Context: an optimization exercise on an open-source flow, tuned for small area and a short achievable clock period. The choices shown serve that exercise and are no tape-out recipe. In this exercise RTL edits were held to simulation tests only and were not proved equivalent to the original. Power is estimated from default activity; no workload was simulated.

// RV32I
module RV32I(output [31:0] Result, output [31:0] Result2, input clk, rst, input test, input [7:0] test_addr,
             output zero, overload,
             input [31:0] instr, output [31:0] pc);
==> module rdec, before the edit <==
module rdec(output [31:1] s, input [4:0] A, input [31:1] v);
    wire [4:0] An;
    wire [3:0] pan;      
    wire [7:0] pbn;      
    genvar i;
    generate
        for (i = 0; i < 5; i = i + 1) begin : iv
            g_inv u(An[i], A[i]);
        end
        for (i = 0; i < 4; i = i + 1) begin : da
            g_nand2 u(pan[i], (i & 1) ? A[0] : An[0], (i & 2) ? A[1] : An[1]);
        end
        for (i = 0; i < 8; i = i + 1) begin : db
            g_nand3 u(pbn[i], (i & 1) ? A[2] : An[2], (i & 2) ? A[3] : An[3], (i & 4) ? A[4] : An[4]);
        end
        for (i = 1; i < 32; i = i + 1) begin : w
            g_nor3 u(s[i], pan[i & 3], pbn[i >> 2], ~v[i]);
        end
    endgenerate
endmodule
clock: 22.0 ns
lec_check: 0
cap_margin: 20
core_margin: 2
core_utilization: 40
cts_cluster_diameter: 80
cts_cluster_size: 20
slew_margin: 20
synth_hierarchical: 1
standard.sh (not shown) runs the stock make flow with config.mk's settings and CLKGATE_MAP_FILE= SYNTH_SCRIPT=/design/flow/synth_recipe.tcl, a recipe that flattens the netlist after the stock synthesis.
==> flow/flow/run.sh <==
#!/bin/bash
# Own layout flow: the standard layout (standard.sh, standard synthesis) with
#  - timing repair aiming at 10 ns of setup slack instead of 0, on the worst path only
#    (the clock period and the constraints are unchanged; this only makes
#    repair_timing work harder),
#  - buf_4 port buffers and cell resizing across footprints,
#  - a clock tree without dummy loads.
# Each tool's full output stays in orfs/logs (per step); make's own output goes to make.log.
set -euo pipefail
bash standard.sh \
  SETUP_SLACK_MARGIN=10 TNS_END_PERCENT=0 \
  MATCH_CELL_FOOTPRINT=0 \
  "BUFFER_PORTS_ARGS=-buffer_cell sky130_fd_sc_hd__buf_4" \
  "CTS_ARGS=-sink_clustering_enable -repair_clock_nets -dont_use_dummy_load -sink_clustering_size 20 -sink_clustering_max_diameter 80" \
  finish > make.log 2>&1
==> next run, changes <==
--- a/flow/design.v
+++ b/flow/design.v
@@ -154,6 +154,6 @@
 module rdec(output [31:1] s, input [4:0] A, input [31:1] v);
     wire [4:0] An;
-    wire [3:0] pan;      
-    wire [7:0] pbn;      
+    wire [3:0] pa;       
+    wire [7:0] pb;       
     genvar i;
     generate
@@ -162,11 +162,13 @@
         end
         for (i = 0; i < 4; i = i + 1) begin : da
-            g_nand2 u(pan[i], (i & 1) ? A[0] : An[0], (i & 2) ? A[1] : An[1]);
+            g_nor2 u(pa[i], (i & 1) ? An[0] : A[0], (i & 2) ? An[1] : A[1]);
         end
         for (i = 0; i < 8; i = i + 1) begin : db
-            g_nand3 u(pbn[i], (i & 1) ? A[2] : An[2], (i & 2) ? A[3] : An[3], (i & 4) ? A[4] : An[4]);
+            g_nor3 u(pb[i], (i & 1) ? An[2] : A[2], (i & 2) ? An[3] : A[3], (i & 4) ? An[4] : A[4]);
         end
         for (i = 1; i < 32; i = i + 1) begin : w
-            g_nor3 u(s[i], pan[i & 3], pbn[i >> 2], ~v[i]);
+            wire sn;
+            g_nand3 u(sn, pa[i & 3], pb[i >> 2], v[i]);
+            g_inv   d(s[i], sn);
         end
     endgenerate
Routed wire length is about the same.
Non-clock buffer count falls by 63.
Register-to-register slack gets worse by 0.23 ns.
Clock skew rises by 0.014 ns.
Fmax rises slightly.
Worst setup slack gets better by 0.13 ns.
Hold slack barely changes.
Via count rises slightly.
Total power hardly moves.
Cell area falls slightly.
Global-route usage stays flat.
Utilization falls by 0.42 points.

========
## west
RV32I, a different RTL version from the one above (not shown whole).
Size: ~8,700 cells after synthesis, ~140 I/O pins.
## RV32I
module RV32I(output [31:0] Result, output [31:0] Result2, input clk, rst, input test, input [7:0] test_addr,
             output zero, overload,
             input [31:0] instr, output [31:0] pc);
    wire [6:0] op = instr[6:0];
    wire [2:0] f3 = instr[14:12];
    wire f30 = instr[30];
    wire f25 = instr[25];
    wire [4:0] rd  = instr[11:7];
    wire [4:0] ra1 = instr[19:15];
    wire [4:0] ra2 = instr[24:20];
    wire isL   = ~rst & (op == 7'h03);
    wire isI   = ~rst & (op == 7'h13);
    wire isAUI = ~rst & (op == 7'h17);
    wire isS   = ~rst & (op == 7'h23);
    wire isR   = ~rst & (op == 7'h33);
    wire isLUI = ~rst & (op == 7'h37);
    wire isB   = ~rst & (op == 7'h63);
    wire isJR  = ~rst & (op == 7'h67);
    wire isJ   = ~rst & (op == 7'h6f);
    wire wb_alu = isR | isI | isAUI | isLUI;           
    wire wb_pc4 = ~(wb_alu | isL);                     
    wire reg_wr = wb_alu | isL | isJ | isJR;
  ...
==> module register_file, before the edit <==
module register_file(output [31:0] RD1n, RD2n,
                     input clk, rst, WE,
                     input [4:0] A1, A2, A3,
                     input [31:0] WD3);
    reg [31*32-1:0] r;    
    reg [31:1] v;
    wire [31:0] wsel = (32'd1 << A3) & {{31{WE}}, 1'b0};
    wire [31:1] s1, s2;
    rdec d1(s1, A1, v);
    rdec d2(s2, A2, v);
    genvar g, b;
    generate
        for (g = 1; g < 32; g = g + 1) begin : regs
            always @(posedge clk)
                if (wsel[g])
                    r[(g-1)*32 +: 32] <= WD3;
            always @(posedge clk or posedge rst)
                if (rst)
                    v[g] <= 1'b0;
                else if (wsel[g])
                    v[g] <= 1'b1;
        end
        for (b = 0; b < 32; b = b + 1) begin : bits
            wire [31:1] col;
            for (g = 1; g < 32; g = g + 1) begin : c
                assign col[g] = r[(g-1)*32 + b];
            end
            rd31n p1(RD1n[b], s1, col);
            rd31n p2(RD2n[b], s2, col);
        end
    endgenerate
endmodule
==> module data_memory, before the edit <==
module data_memory(output [31:0] RD,
                   input clk, rst, WE,
                   input [3:0] LE,
                   input [5:0] WA,
                   input [31:0] WD,
                   input [7:0] SA,
                   input [15:0] SB);
    reg [64*32-1:0] m;
    reg [63:0] v;
    wire [63:0] wsel = (64'd1 << WA) & {64{WE}};
    wire [31:0] wd = WD & {{8{LE[3]}}, {8{LE[2]}}, {8{LE[1]}}, {8{LE[0]}}};
    wire [63:0] rs;
    genvar g, l, b;
    generate
        for (g = 0; g < 64; g = g + 1) begin : words
            for (l = 0; l < 4; l = l + 1) begin : lanes
                always @(posedge clk)
                    if (wsel[g] & (LE[l] | ~v[g]))
                        m[g*32 + l*8 +: 8] <= wd[l*8 +: 8];
            end
            always @(posedge clk or posedge rst)
                if (rst)
                    v[g] <= 1'b0;
                else if (wsel[g])
                    v[g] <= 1'b1;
        end
        for (g = 0; g < 64; g = g + 1) begin : sel
            wire rsn0;
            g_nand3 u0(rsn0, SA[g % 8], SB[g / 4], v[g]);
            g_inv   d0(rs[g], rsn0);
        end
        for (b = 0; b < 32; b = b + 1) begin : bits
            wire [63:0] col;
            for (g = 0; g < 64; g = g + 1) begin : c
                assign col[g] = m[g*32 + b];
            end
            rd64 p(RD[b], rs, col);
        end
    endgenerate
endmodule
export LEC_CHECK = 0
export CAP_MARGIN = 20
export CORE_MARGIN = 2
export CORE_UTILIZATION = 40
export CTS_BUF_LIST = sky130_fd_sc_hd__clkbuf_8
export CTS_CLUSTER_DIAMETER = 60
export CTS_CLUSTER_SIZE = 16
export SLEW_MARGIN = 20
export SYNTH_HIERARCHICAL = 1
create_clock -name core_clock -period 22.0 [get_ports {clk}]
==> flow/flow/run.sh <==
#!/bin/bash
# Own layout flow: the standard layout (standard.sh, standard synthesis) with
#  - timing repair aiming at 10 ns of setup slack instead of 0, on the worst path only
#    (the clock period and the constraints are unchanged; this only makes
#    repair_timing work harder),
#  - buf_4 port buffers and cell resizing across footprints,
#  - a clock tree of clkbuf_8 cells without dummy loads.
# Each tool's full output stays in orfs/logs (per step); make's own output goes to make.log.
set -euo pipefail
bash standard.sh \
  SETUP_SLACK_MARGIN=10 TNS_END_PERCENT=0 \
  MATCH_CELL_FOOTPRINT=0 \
  "BUFFER_PORTS_ARGS=-buffer_cell sky130_fd_sc_hd__buf_4" \
  "CTS_ARGS=-sink_clustering_enable -repair_clock_nets -dont_use_dummy_load -sink_clustering_size 16 -sink_clustering_max_diameter 60 -buf_list sky130_fd_sc_hd__clkbuf_8" \
  finish > make.log 2>&1
Edits applied to the flow inputs when going from west to north:
--- a/flow/design.v
+++ b/flow/design.v
@@ -40,6 +40,9 @@
 module g_and2(output y, input a, b);
     assign y = a & b;
 endmodule
+module g_a22o(output y, input a1, a2, b1, b2);
+    assign y = (a1 & a2) | (b1 & b2);
+endmodule
 module rd64(output y, input [63:0] s, input [63:0] d);
     wire [21:0] t;       
     genvar k;
@@ -132,9 +135,13 @@
     genvar g, b;
     generate
         for (g = 1; g < 32; g = g + 1) begin : regs
+            wire h = v[g] & ~wsel[g];
+            wire [31:0] d;
+            for (b = 0; b < 32; b = b + 1) begin : bb
+                g_a22o u(d[b], r[(g-1)*32 + b], h, WD3[b], wsel[g]);
+            end
             always @(posedge clk)
-                if (wsel[g])
-                    r[(g-1)*32 +: 32] <= WD3;
+                r[(g-1)*32 +: 32] <= d;
             always @(posedge clk or posedge rst)
                 if (rst)
                     v[g] <= 1'b0;
@@ -332,9 +339,14 @@
     generate
         for (g = 0; g < 64; g = g + 1) begin : words
             for (l = 0; l < 4; l = l + 1) begin : lanes
+                wire e = wsel[g] & (LE[l] | ~v[g]);
+                wire h = v[g] & ~e;
+                wire [7:0] d;
+                for (b = 0; b < 8; b = b + 1) begin : bb
+                    g_a22o u(d[b], m[g*32 + l*8 + b], h, wd[l*8 + b], e);
+                end
                 always @(posedge clk)
-                    if (wsel[g] & (LE[l] | ~v[g]))
-                        m[g*32 + l*8 +: 8] <= wd[l*8 +: 8];
+                    m[g*32 + l*8 +: 8] <= d;
             end
             always @(posedge clk or posedge rst)
                 if (rst)
Notes after the runs:
west consumes more power than north. On finished layout cell area, north does better than west. Compared with west, in north area added between synthesis and finish barely changed, slew at the pin closest to its max-slew limit climbed 0.19 ns, global-route usage climbed 7.5 points, first-iteration DRC count climbed 5,544, minimum clock period climbed 0.097 ns. In the reports for west and north, the smaller final critical-path setup slack belongs to north. west and north ended up with nearly the same post-layout utilization of the core. Looking at most common cell after layout, fill and taps aside, the sky130_fd_sc_hd__a22o_1 result is from north; the sky130_fd_sc_hd__edfxtp_1 one comes from west. Switching power summed over all nets ended up 5.1% higher on north than on west. west → north: total standard cell area after synthesis decreased about 0.53%; gate count of the mapped netlist increased about 40%; final-layout clock buffer total decreased 2; via count increased 32,600.

-- what the ideal ports hide --
In the flow no input, the clock included, has a driving cell. The finished layouts below were timed again as built, in two steps.
Step 1: set_driving_cell puts a clkbuf_16 on clk and a buf_2 on each other input, an assumption about the parent block.
Step 2 moves the port delays by t, midway between the first and last clock arrival at a register: inputs arrive t later, outputs are due t later. That takes back most of the time a late clock gives input paths.
Slacks: ideal ports / drivers / drivers and shift; pairs: ideal ports / drivers.
run | shift t [ns] | slack for setup (ns) | latest minus earliest clock arrival (ns) | pins driven straight from the clock port
the first run of note 1 | 0.990 | 6.771 / 6.597 / 6.597 | 0.129 / 0.128 | 1
the second run of note 1 | 0.990 | 6.905 / 6.777 / 6.777 | 0.142 / 0.143 | 1
west | 1.161 | 6.971 / 6.872 / 6.872 | 0.180 / 0.179 | 1
north | 1.205 | 6.874 / 6.754 / 6.754 | 0.175 / 0.176 | 1
After both steps every run listed still meets setup and hold. For the first run of note 1, which loses most, drivers alone change the setup slack by -0.174 ns; drivers and shift together by -0.174 ns.
